From an optimization exercise on the open Yosys and OpenROAD flow, aimed at small area; shortcuts taken in it are not production practice. Where RTL was checked, it was by simulation tests only, not by an equivalence proof against the original. Power figures rest on the tool's default switching activity, not on a simulated workload.

alpha:
==> flow/design.v (excerpt) <==
module router_top(clock,resetn,pkt_valid,read_enb_0,read_enb_1,read_enb_2,data_in,
                  busy,err,vld_out_0,vld_out_1,vld_out_2,data_out_0,data_out_1,data_out_2);
  input [7:0] data_in;
  input pkt_valid, clock, resetn, read_enb_0, read_enb_1, read_enb_2;
  output [7:0] data_out_0, data_out_1, data_out_2;
  output vld_out_0, vld_out_1, vld_out_2, err, busy;
  wire full_0, full_1, full_2, empty_0, empty_1, empty_2;
  wire soft_reset_0, soft_reset_1, soft_reset_2;
  wire [2:0] write_en;
  wire [7:0] d;
  fifo fifo_0(clock, resetn, soft_reset_0, write_en[0], read_enb_0, d, data_out_0, full_0, empty_0);
  fifo fifo_1(clock, resetn, soft_reset_1, write_en[1], read_enb_1, d, data_out_1, full_1, empty_1);
  fifo fifo_2(clock, resetn, soft_reset_2, write_en[2], read_enb_2, d, data_out_2, full_2, empty_2);
  assign vld_out_0 = !empty_0;
  assign vld_out_1 = !empty_1;
  assign vld_out_2 = !empty_2;
  router_synchronizer timeout_0(clock, resetn, vld_out_0, read_enb_0, soft_reset_0);
  router_synchronizer timeout_1(clock, resetn, vld_out_1, read_enb_1, soft_reset_1);
  router_synchronizer timeout_2(clock, resetn, vld_out_2, read_enb_2, soft_reset_2);
  fsm ctrl(clock, resetn, pkt_valid, data_in, full_0, full_1, full_2, empty_0, empty_1, empty_2,
           soft_reset_0, soft_reset_1, soft_reset_2, busy, err, write_en, d);
endmodule
==> flow/config.mk <==
export PLATFORM = sky130hd
export DESIGN_NAME = router_top
export DESIGN_NICKNAME = router_top
export VERILOG_FILES = /design/flow/design.v
export SDC_FILE = /design/flow/constraint.sdc
export NUM_CORES = 4
export LEC_CHECK = 0
export ABC_AREA = 1
export CAP_MARGIN = 20
export CORE_MARGIN = 2
export CORE_UTILIZATION = 40
export CTS_BUF_LIST = sky130_fd_sc_hd__clkbuf_16
export CTS_CLUSTER_DIAMETER = 80
export CTS_CLUSTER_SIZE = 25
export SETUP_SLACK_MARGIN = -0.9
export SLEW_MARGIN = 20
==> flow/constraint.sdc <==
create_clock -name core_clock -period 5.0 [get_ports {clock}]
set_input_delay 1.0000 -clock core_clock [delete_from_list [all_inputs] [get_ports {clock}]]
set_output_delay 1.0000 -clock core_clock [all_outputs]
set_load 0.01 [all_outputs]
standard.sh (not shown) runs the stock make flow with config.mk's settings and CLKGATE_MAP_FILE= SYNTH_SCRIPT=/design/flow/synth_recipe.tcl, a recipe that flattens the netlist after the stock synthesis.
==> flow/flow/run.sh <==
#!/bin/bash
# Own layout flow: the standard synthesis, then the combinational logic
# between the (unchanged) registers is mapped again with a stronger ABC
# script, then the standard layout from the new netlist. Ports are
# buffered with the smallest buffer.
set -euo pipefail
HERE=$(pwd)
R=$HERE/orfs/results/$FLOW_PLATFORM/router_top/base
LIB=$FLOW_HOME/platforms/$FLOW_PLATFORM/lib/sky130_fd_sc_hd__tt_025C_1v80.lib
YOSYS=$(command -v yosys || echo "$FLOW_HOME/../tools/install/yosys/bin/yosys")

bash standard.sh synth > synth.log 2>&1

cp "$R/1_2_yosys.v" "$HERE/std_synth.v"
sed -e "s|@LIB@|$LIB|g" -e "s|@IN@|$HERE/std_synth.v|g" -e "s|@OUT@|$HERE/remapped.v|g" \
    -e "s|@ABC@|$HERE/flow/remap.abc|g" flow/remap.ys.in > remap.ys
"$YOSYS" -s remap.ys > remap.log 2>&1

cp "$HERE/remapped.v" "$R/1_2_yosys.v"
rm -f "$R/1_synth.odb" "$R/1_synth.sdc"

export BUFFER_PORTS_ARGS="-buffer_cell sky130_fd_sc_hd__buf_1"
bash standard.sh finish > layout.log 2>&1
==> flow/flow/remap.abc <==
strash
&get -n
&fraig -x
&put
scorr
dc2
strash
&get -n
&deepsyn -T 60
&dch -f
&nf -R 1000
&put
strash
&get -n
&dch -f
&nf -R 1000
&put
==> flow/flow/remap.ys.in <==
read_liberty -ignore_miss_func @LIB@
read_verilog @IN@
hierarchy -top router_top
setattr -mod -set keep_hierarchy 1 sky130_fd_sc_hd__df* sky130_fd_sc_hd__edf*
flatten
opt_clean
abc -liberty @LIB@ -dont_use sky130_fd_sc_hd__lpflow_* -dont_use sky130_fd_sc_hd__probe* -script @ABC@
read_liberty -overwrite -lib @LIB@
splitnets
opt_clean -purge router_top
hilomap -singleton -hicell sky130_fd_sc_hd__conb_1 HI -locell sky130_fd_sc_hd__conb_1 LO
insbuf -buf sky130_fd_sc_hd__buf_4 A X
opt_clean -purge router_top
check -assert router_top
rename -hide w:*$func$*
stat -liberty @LIB@ router_top
select router_top
write_verilog -noattr -nohex -nodec -selected @OUT@
> inputs changed (alpha -> beta)
# alpha
export LEC_CHECK = 0
export ABC_AREA = 1
export CAP_MARGIN = 20
export CORE_MARGIN = 2
export CORE_UTILIZATION = 40
export CTS_BUF_LIST = sky130_fd_sc_hd__clkbuf_16
export CTS_CLUSTER_DIAMETER = 80
export CTS_CLUSTER_SIZE = 25
export SETUP_SLACK_MARGIN = -0.9
export SLEW_MARGIN = 20
create_clock -name core_clock -period 5.0 [get_ports {clock}]
# beta
export LEC_CHECK = 0
export ABC_AREA = 1
export CAP_MARGIN = 10
export CORE_MARGIN = 2
export CORE_UTILIZATION = 65
export CTS_BUF_LIST = sky130_fd_sc_hd__clkbuf_16
export CTS_CLUSTER_DIAMETER = 80
export CTS_CLUSTER_SIZE = 25
export PLACE_DENSITY = 0.75
export SETUP_SLACK_MARGIN = -0.9
export SLEW_MARGIN = 10
create_clock -name core_clock -period 5.0 [get_ports {clock}]
## What came out
- Between beta and alpha, the combinational share of power figures differ only marginally.
- Relative to alpha, multi-input combinational cell area has gone down in beta.
- Summary of beta over alpha: design area moved down, utilization moved up, layout buffering overhead excluding clock cells level, fraction of the cycle the final worst path needs moved up.
Input changes introduced in gamma (baseline for comparison: beta):
# beta
export LEC_CHECK = 0
export ABC_AREA = 1
export CAP_MARGIN = 10
export CORE_MARGIN = 2
export CORE_UTILIZATION = 65
export CTS_BUF_LIST = sky130_fd_sc_hd__clkbuf_16
export CTS_CLUSTER_DIAMETER = 80
export CTS_CLUSTER_SIZE = 25
export PLACE_DENSITY = 0.75
export SETUP_SLACK_MARGIN = -0.9
export SLEW_MARGIN = 10
create_clock -name core_clock -period 5.0 [get_ports {clock}]
# gamma
export LEC_CHECK = 0
export ABC_AREA = 1
export CAP_MARGIN = 10
export CORE_MARGIN = 2
export CORE_UTILIZATION = 55
export CTS_BUF_LIST = sky130_fd_sc_hd__clkbuf_16
export CTS_CLUSTER_DIAMETER = 80
export CTS_CLUSTER_SIZE = 28
export PLACE_DENSITY = 0.7
export SETUP_SLACK_MARGIN = -2
export SLEW_MARGIN = 10
create_clock -name core_clock -period 5.0 [get_ports {clock}]
-- flow/flow/remap.abc --
<<< beta, line 18
>>> gamma, line 18
strash
&get -n
&dch -f
&nf -R 1000
&put
strash
&get -n
&dch -f
&nf -R 1000
&put
--- outcome ---
- The reported leakage power of gamma was superior to that of beta.
- Looking at cell area after synthesis, gamma sits 0.32% lower than beta does.
- The run showing the greater critical path data arrival time is beta.
Inputs modified between gamma and delta:
# gamma
export LEC_CHECK = 0
export ABC_AREA = 1
export CAP_MARGIN = 10
export CORE_MARGIN = 2
export CORE_UTILIZATION = 55
export CTS_BUF_LIST = sky130_fd_sc_hd__clkbuf_16
export CTS_CLUSTER_DIAMETER = 80
export CTS_CLUSTER_SIZE = 28
export PLACE_DENSITY = 0.7
export SETUP_SLACK_MARGIN = -2
export SLEW_MARGIN = 10
create_clock -name core_clock -period 5.0 [get_ports {clock}]
# delta
export LEC_CHECK = 0
export ABC_AREA = 1
export CAP_MARGIN = 10
export CORE_MARGIN = 2
export CORE_UTILIZATION = 55
export CTS_BUF_LIST = sky130_fd_sc_hd__clkbuf_16
export CTS_CLUSTER_DIAMETER = 80
export CTS_CLUSTER_SIZE = 25
export PLACE_DENSITY = 0.7
export SETUP_SLACK_MARGIN = -0.9
export SLEW_MARGIN = 10
create_clock -name core_clock -period 5.0 [get_ports {clock}]
-- flow/flow/remap.abc --
<<< gamma, line 18
strash
&get -n
&dch -f
&nf -R 1000
&put
strash
&get -n
&dch -f
&nf -R 1000
&put
>>> delta, line 18
delta did not stop at any stage, and its layout met the timing, DRC and antenna checks. In delta, the shortest clock period the worst path allows after layout came out 0.22 ns below the value in gamma. Most used routing layer = met2: gamma; most used routing layer = met1: delta. gamma -> delta: wire length on met3 increased slightly. In terms of starting utilization of the core area, delta and gamma differ only marginally. The sequential portion of the cell area of delta falls short of that of gamma by 0.50 points. Slack of the critical path in delta vs gamma: up 0.22 ns. Core occupancy in the finished layout: gamma and delta compared, higher one is delta.

* * *

Setup of nickel:
router_top, a different RTL version from the one above (not shown whole).
Size: roughly 1400 cells after synthesis, ~470 flip-flops, about 43 I/O pins, roughly 0.019 mm² of cells after synthesis.
==> flow/design.v (excerpt) <==
module router_top(clock,resetn,pkt_valid,read_enb_0,read_enb_1,read_enb_2,data_in,
                  busy,err,vld_out_0,vld_out_1,vld_out_2,data_out_0,data_out_1,data_out_2);
export LEC_CHECK = 0
export ABC_AREA = 1
export CAP_MARGIN = 20
export CORE_MARGIN = 2
export CORE_UTILIZATION = 40
export CTS_BUF_LIST = sky130_fd_sc_hd__clkbuf_16
export CTS_CLUSTER_DIAMETER = 60
export CTS_CLUSTER_SIZE = 32
export SLEW_MARGIN = 20
create_clock -name core_clock -period 5.0 [get_ports {clock}]
run.sh (not shown) runs the stock make flow with config.mk's settings and CLKGATE_MAP_FILE= SYNTH_SCRIPT=/design/flow/synth_recipe.tcl, a recipe that flattens the netlist after the stock synthesis.
Stock flow here: none of the scripts above is used.
What lagoon does differently from nickel at the input level:
diff --git a/flow/config.mk b/flow/config.mk
--- a/flow/config.mk
+++ b/flow/config.mk
@@ -12,4 +12,5 @@
 export CTS_BUF_LIST = sky130_fd_sc_hd__clkbuf_16
-export CTS_CLUSTER_DIAMETER = 60
-export CTS_CLUSTER_SIZE = 32
+export CTS_CLUSTER_DIAMETER = 80
+export CTS_CLUSTER_SIZE = 30
+export SETUP_SLACK_MARGIN = -0.9
 export SLEW_MARGIN = 20
==> comparison <==
lagoon against nickel: combined global-route utilization of all metal layers moved down, synthesized cell count essentially unchanged, global placement routability congestion lost about 0.4%, post-detailed-routing wire length lost 700 µm. Summary of lagoon over nickel: post-layout minimum cycle time rose 0.10 ns; cts-stage hold buffer count about even; post-layout instance count excluding filler cells fell 1.3%; first-iteration DRC count rose about 4.6%. The required time reported for the critical path endpoint of lagoon is lower than that of nickel. lagoon against nickel; count of clock-buffer cells in the layout is down by more than a quarter.
What xenon does differently from lagoon at the input level:
diff --git a/flow/config.mk b/flow/config.mk
--- a/flow/config.mk
+++ b/flow/config.mk
@@ -13,4 +13,3 @@
 export CTS_CLUSTER_DIAMETER = 80
-export CTS_CLUSTER_SIZE = 30
-export SETUP_SLACK_MARGIN = -0.9
+export CTS_CLUSTER_SIZE = 25
 export SLEW_MARGIN = 20
--- outcome ---
Taking lagoon as the reference, in xenon final count of hold timing violations has remained practically unchanged; number of cells on the critical path has decreased; clock-pin slew reported for the worst setup and hold paths after clock tree synthesis has remained practically unchanged; total clock buffers created by CTS has increased. Post-placement cell area up 60 µm² in xenon wrt lagoon. Fraction of cell area in non-clock buffers across xenon and lagoon: no real change. xenon — buffer and inverter count on the worst path 1 lower, lagoon as reference. In summary, lagoon completed successfully, with a layout that passed the timing, DRC and antenna checks. xenon | stages: all done | timing, DRC, antenna: all pass. Compared with lagoon, xenon shows a higher worst path setup slack after routing. In the reports for xenon and lagoon, the larger via count belongs to xenon. Power after layout: xenon higher than lagoon. Wire length is higher on xenon.
Inputs modified between xenon and willow:
diff --git a/flow/config.mk b/flow/config.mk
--- a/flow/config.mk
+++ b/flow/config.mk
@@ -14,2 +14,3 @@
 export CTS_CLUSTER_SIZE = 25
+export SETUP_SLACK_MARGIN = -0.9
 export SLEW_MARGIN = 20
Results
Delta (willow minus xenon): part of the power in combinational logic level; wire length of the first global-routing pass moved down; count of clock buffers in the final design moved down; total length of routed wires moved down.

* * *

## the previous run
The RTL this note starts from:
==> flow/design.v <==
module fifo(clk, rst, sft_rst, wr_en, rd_en, data_in, data_out, full, empty);
  input clk, rst, sft_rst, wr_en, rd_en;
  input [7:0] data_in;
  output reg [7:0] data_out;
  output full, empty;
  reg [4:0] ptr;
  reg [7:0] mem [0:15];
  integer i;
  reg [7:0] rd_mux;
  always @(*) begin
    rd_mux = 8'd0;
    for (i = 0; i < 16; i = i + 1)
      rd_mux = rd_mux | (mem[i] & {8{ptr[3:0] == i}});
  end
  assign empty = ptr[4];
  assign full  = (ptr == 5'd15);
  wire we = wr_en & ~full;
  wire re = rd_en & ~empty;
  always @(posedge clk) begin
    if (!rst || sft_rst)
      ptr <= 5'd31;
    else if (we & ~re)
      ptr <= ptr + 5'd1;
    else if (re & ~we)
      ptr <= ptr - 5'd1;
  end
  always @(posedge clk)
    if (we) begin
      mem[0] <= data_in;
      for (i = 1; i < 16; i = i + 1)
        mem[i] <= mem[i-1];
    end
  always @(posedge clk) begin
    if (!rst || sft_rst)
      data_out <= 8'd0;
    else if (re)
      data_out <= rd_mux;
  end
endmodule
module fsm(clk, rst, pkt_valid, data_in, full_0, full_1, full_2, empty_0, empty_1, empty_2,
           soft_reset_0, soft_reset_1, soft_reset_2, busy, err, write_en, dout);
  input clk, rst, pkt_valid;
  input [7:0] data_in;
  input full_0, full_1, full_2, empty_0, empty_1, empty_2;
  input soft_reset_0, soft_reset_1, soft_reset_2;
  output busy;
  output reg err;
  output [2:0] write_en;
  output reg [7:0] dout;
  localparam DA  = 3'd0, LFD = 3'd1, LD  = 3'd2, FFS = 3'd3,
             LAF = 3'd4, LP  = 3'd5, CPE = 3'd6, WTE = 3'd7;
  reg [2:0] st, nst;
  reg [1:0] addr;
  reg [7:0] ffb, acc;
  reg parity_done, low_packet_valid;
  wire da  = (st == DA);
  wire lfd = (st == LFD);
  wire ld  = (st == LD);
  wire laf = (st == LAF);
  reg fifo_full, fifo_empty, sft;
  always @(*) begin
    case (addr)
      2'd0: begin fifo_full = full_0; fifo_empty = empty_0; sft = soft_reset_0; end
      2'd1: begin fifo_full = full_1; fifo_empty = empty_1; sft = soft_reset_1; end
      2'd2: begin fifo_full = full_2; fifo_empty = empty_2; sft = soft_reset_2; end
      default: begin fifo_full = 1'b0; fifo_empty = 1'b0; sft = 1'b0; end
    endcase
  end
  reg new_empty;
  always @(*) begin
    case (data_in[1:0])
      2'd0: new_empty = empty_0;
      2'd1: new_empty = empty_1;
      2'd2: new_empty = empty_2;
      default: new_empty = 1'b0;
    endcase
  end
  always @(*) begin
    case (st)
      DA:  nst = (pkt_valid && data_in[1:0] != 2'd3) ? (new_empty ? LFD : WTE) : DA;
      LFD: nst = LD;
      LD:  nst = fifo_full ? FFS : (!pkt_valid ? LP : LD);
      FFS: nst = fifo_full ? FFS : LAF;
      LAF: nst = parity_done ? DA : (low_packet_valid ? LP : LD);
      LP:  nst = fifo_full ? LP : CPE;
      CPE: nst = fifo_full ? CPE : DA;
      default: nst = fifo_empty ? LFD : WTE;
    endcase
  end
  always @(posedge clk) begin
    if (!rst || sft)
      st <= DA;
    else
      st <= nst;
  end
  always @(posedge clk)
    if (da)
      addr <= data_in[1:0];
  assign busy = !(da || ld);
  wire wr = ld || laf || (st == LP);
  assign write_en = wr ? {addr == 2'd2, addr == 2'd1, addr == 2'd0} : 3'b000;
  always @(posedge clk) begin
    if (da || (ld && !fifo_full))
      dout <= data_in;
    else if (laf)
      dout <= ffb;
  end
  always @(posedge clk)
    if (ld && fifo_full)
      ffb <= data_in;
  always @(posedge clk) begin
    if (!rst || st == CPE)
      low_packet_valid <= 1'b0;
    else if (ld && !pkt_valid)
      low_packet_valid <= 1'b1;
  end
  wire par_ld  = ld && !pkt_valid && !fifo_full;
  wire par_laf = laf && !parity_done && low_packet_valid;
  always @(posedge clk) begin
    if (!rst || da)
      parity_done <= 1'b0;
    else if (par_ld || par_laf)
      parity_done <= 1'b1;
  end
  always @(posedge clk) begin
    if (da)
      acc <= data_in;
    else if (ld && (pkt_valid || !fifo_full))
      acc <= acc ^ data_in;
    else if (par_laf)
      acc <= acc ^ ffb;
  end
  always @(posedge clk)
    err <= rst && parity_done && (acc != 8'd0);
endmodule
module router_synchronizer(clock, resetn, vld, rd, soft_reset);
  input clock, resetn, vld, rd;
  output soft_reset;
  reg [4:0] count;
  assign soft_reset = &count;
  always @(posedge clock) begin
    if (!resetn || soft_reset || !vld || rd)
      count <= 5'd0;
    else
      count <= count + 5'd1;
  end
endmodule
module router_top(clock,resetn,pkt_valid,read_enb_0,read_enb_1,read_enb_2,data_in,
                  busy,err,vld_out_0,vld_out_1,vld_out_2,data_out_0,data_out_1,data_out_2);
  input [7:0] data_in;
  input pkt_valid, clock, resetn, read_enb_0, read_enb_1, read_enb_2;
  output [7:0] data_out_0, data_out_1, data_out_2;
  output vld_out_0, vld_out_1, vld_out_2, err, busy;
  wire full_0, full_1, full_2, empty_0, empty_1, empty_2;
  wire soft_reset_0, soft_reset_1, soft_reset_2;
  wire [2:0] write_en;
  wire [7:0] d;
  fifo fifo_0(clock, resetn, soft_reset_0, write_en[0], read_enb_0, d, data_out_0, full_0, empty_0);
  fifo fifo_1(clock, resetn, soft_reset_1, write_en[1], read_enb_1, d, data_out_1, full_1, empty_1);
  fifo fifo_2(clock, resetn, soft_reset_2, write_en[2], read_enb_2, d, data_out_2, full_2, empty_2);
  assign vld_out_0 = !empty_0;
  assign vld_out_1 = !empty_1;
  assign vld_out_2 = !empty_2;
  router_synchronizer timeout_0(clock, resetn, vld_out_0, read_enb_0, soft_reset_0);
  router_synchronizer timeout_1(clock, resetn, vld_out_1, read_enb_1, soft_reset_1);
  router_synchronizer timeout_2(clock, resetn, vld_out_2, read_enb_2, soft_reset_2);
  fsm ctrl(clock, resetn, pkt_valid, data_in, full_0, full_1, full_2, empty_0, empty_1, empty_2,
           soft_reset_0, soft_reset_1, soft_reset_2, busy, err, write_en, d);
endmodule
Settings: LEC_CHECK=0, ABC_AREA=1, CAP_MARGIN=20, CORE_MARGIN=2, CORE_UTILIZATION=40, CTS_BUF_LIST=sky130_fd_sc_hd__clkbuf_2 sky130_fd_sc_hd__clkbuf_8, SLEW_MARGIN=20; clock period 5.0 ns.
The following lists how the current run was set up differently from the previous run:
# the previous run
export LEC_CHECK = 0
export ABC_AREA = 1
export CAP_MARGIN = 20
export CORE_MARGIN = 2
export CORE_UTILIZATION = 40
export CTS_BUF_LIST = sky130_fd_sc_hd__clkbuf_2 sky130_fd_sc_hd__clkbuf_8
export SLEW_MARGIN = 20
create_clock -name core_clock -period 5.0 [get_ports {clock}]
# the current run
export LEC_CHECK = 0
export ABC_AREA = 1
export CAP_MARGIN = 20
export CORE_MARGIN = 2
export CORE_UTILIZATION = 40
export CTS_BUF_LIST = sky130_fd_sc_hd__clkbuf_4
export CTS_CLUSTER_SIZE = 30
export SLEW_MARGIN = 20
create_clock -name core_clock -period 5.0 [get_ports {clock}]
[summary]
- The current run reached the end of the flow, and the finished layout is clean on the timing, DRC and antenna checks.
- In the current run the global routing met2 resource utilization turned out 0.18 points lower than in the previous run.
- In the tables for the previous run and the current run, setup slack reads lower with the previous run.
- Diff the previous run and the current run: register-to-register slack lower in the previous run
- Post-synthesis to final-layout area growth: the current run higher than the previous run
- Wire length grows slightly when moving from the previous run to the current run.
- | first-pass GRT wire length | the current run vs the previous run | about 0.4% higher |
No run of this note included a check of the RTL's function; only the layout flow was run.

-- static timing again, ports no longer ideal --
No port has a modelled driver above. Below, the same layouts with a new extraction and two added sets of constraints.
Step 1: set_driving_cell puts a clkbuf_16 on clock and a buf_2 on each other input, an assumption about the parent block.
Step 2 also shifts input and output timing later by t, the mid clock arrival at the registers, as if the neighbouring blocks saw the same clock.
a / b / c = ideal / step 1 / step 2; a / b = the first two.
run | shift t [ns] | slack for setup (ns) | worst hold slack (ns) | worst register clock-pin slew, ns | worst data-port slew with drivers (ns)
alpha | 0.605 | 1.951 / 1.951 / 1.951 | 0.451 / 0.451 / 0.451 | 0.10 / 0.10 | 0.04
beta | 0.591 | 1.745 / 1.745 / 1.745 | 0.452 / 0.452 / 0.452 | 0.10 / 0.10 | 0.04
gamma | 0.585 | 1.829 / 1.829 / 1.829 | 0.448 / 0.448 / 0.448 | 0.11 / 0.11 | 0.04
delta | 0.583 | 2.049 / 2.049 / 2.049 | 0.453 / 0.453 / 0.453 | 0.10 / 0.10 | 0.05
nickel | 0.650 | 1.858 / 1.858 / 1.858 | 0.439 / 0.439 / 0.439 | 0.10 / 0.10 | 0.05
lagoon | 0.590 | 1.756 / 1.756 / 1.756 | 0.440 / 0.440 / 0.440 | 0.12 / 0.12 | 0.03
xenon | 0.620 | 1.864 / 1.864 / 1.864 | 0.446 / 0.446 / 0.446 | 0.10 / 0.10 | 0.05
willow | 0.605 | 1.764 / 1.764 / 1.764 | 0.440 / 0.440 / 0.440 | 0.10 / 0.10 | 0.04
the previous run | 0.668 | 1.563 / 1.563 / 1.563 | 0.436 / 0.436 / 0.436 | 0.06 / 0.06 | 0.03
the current run | 0.873 | 1.583 / 1.583 / 1.553 | 0.432 / 0.432 / 0.432 | 0.08 / 0.08 | 0.03
After both steps setup and hold are still met in every run listed. For the current run, which loses most, drivers alone change the setup slack by 0.000 ns; drivers and shift together by -0.030 ns.
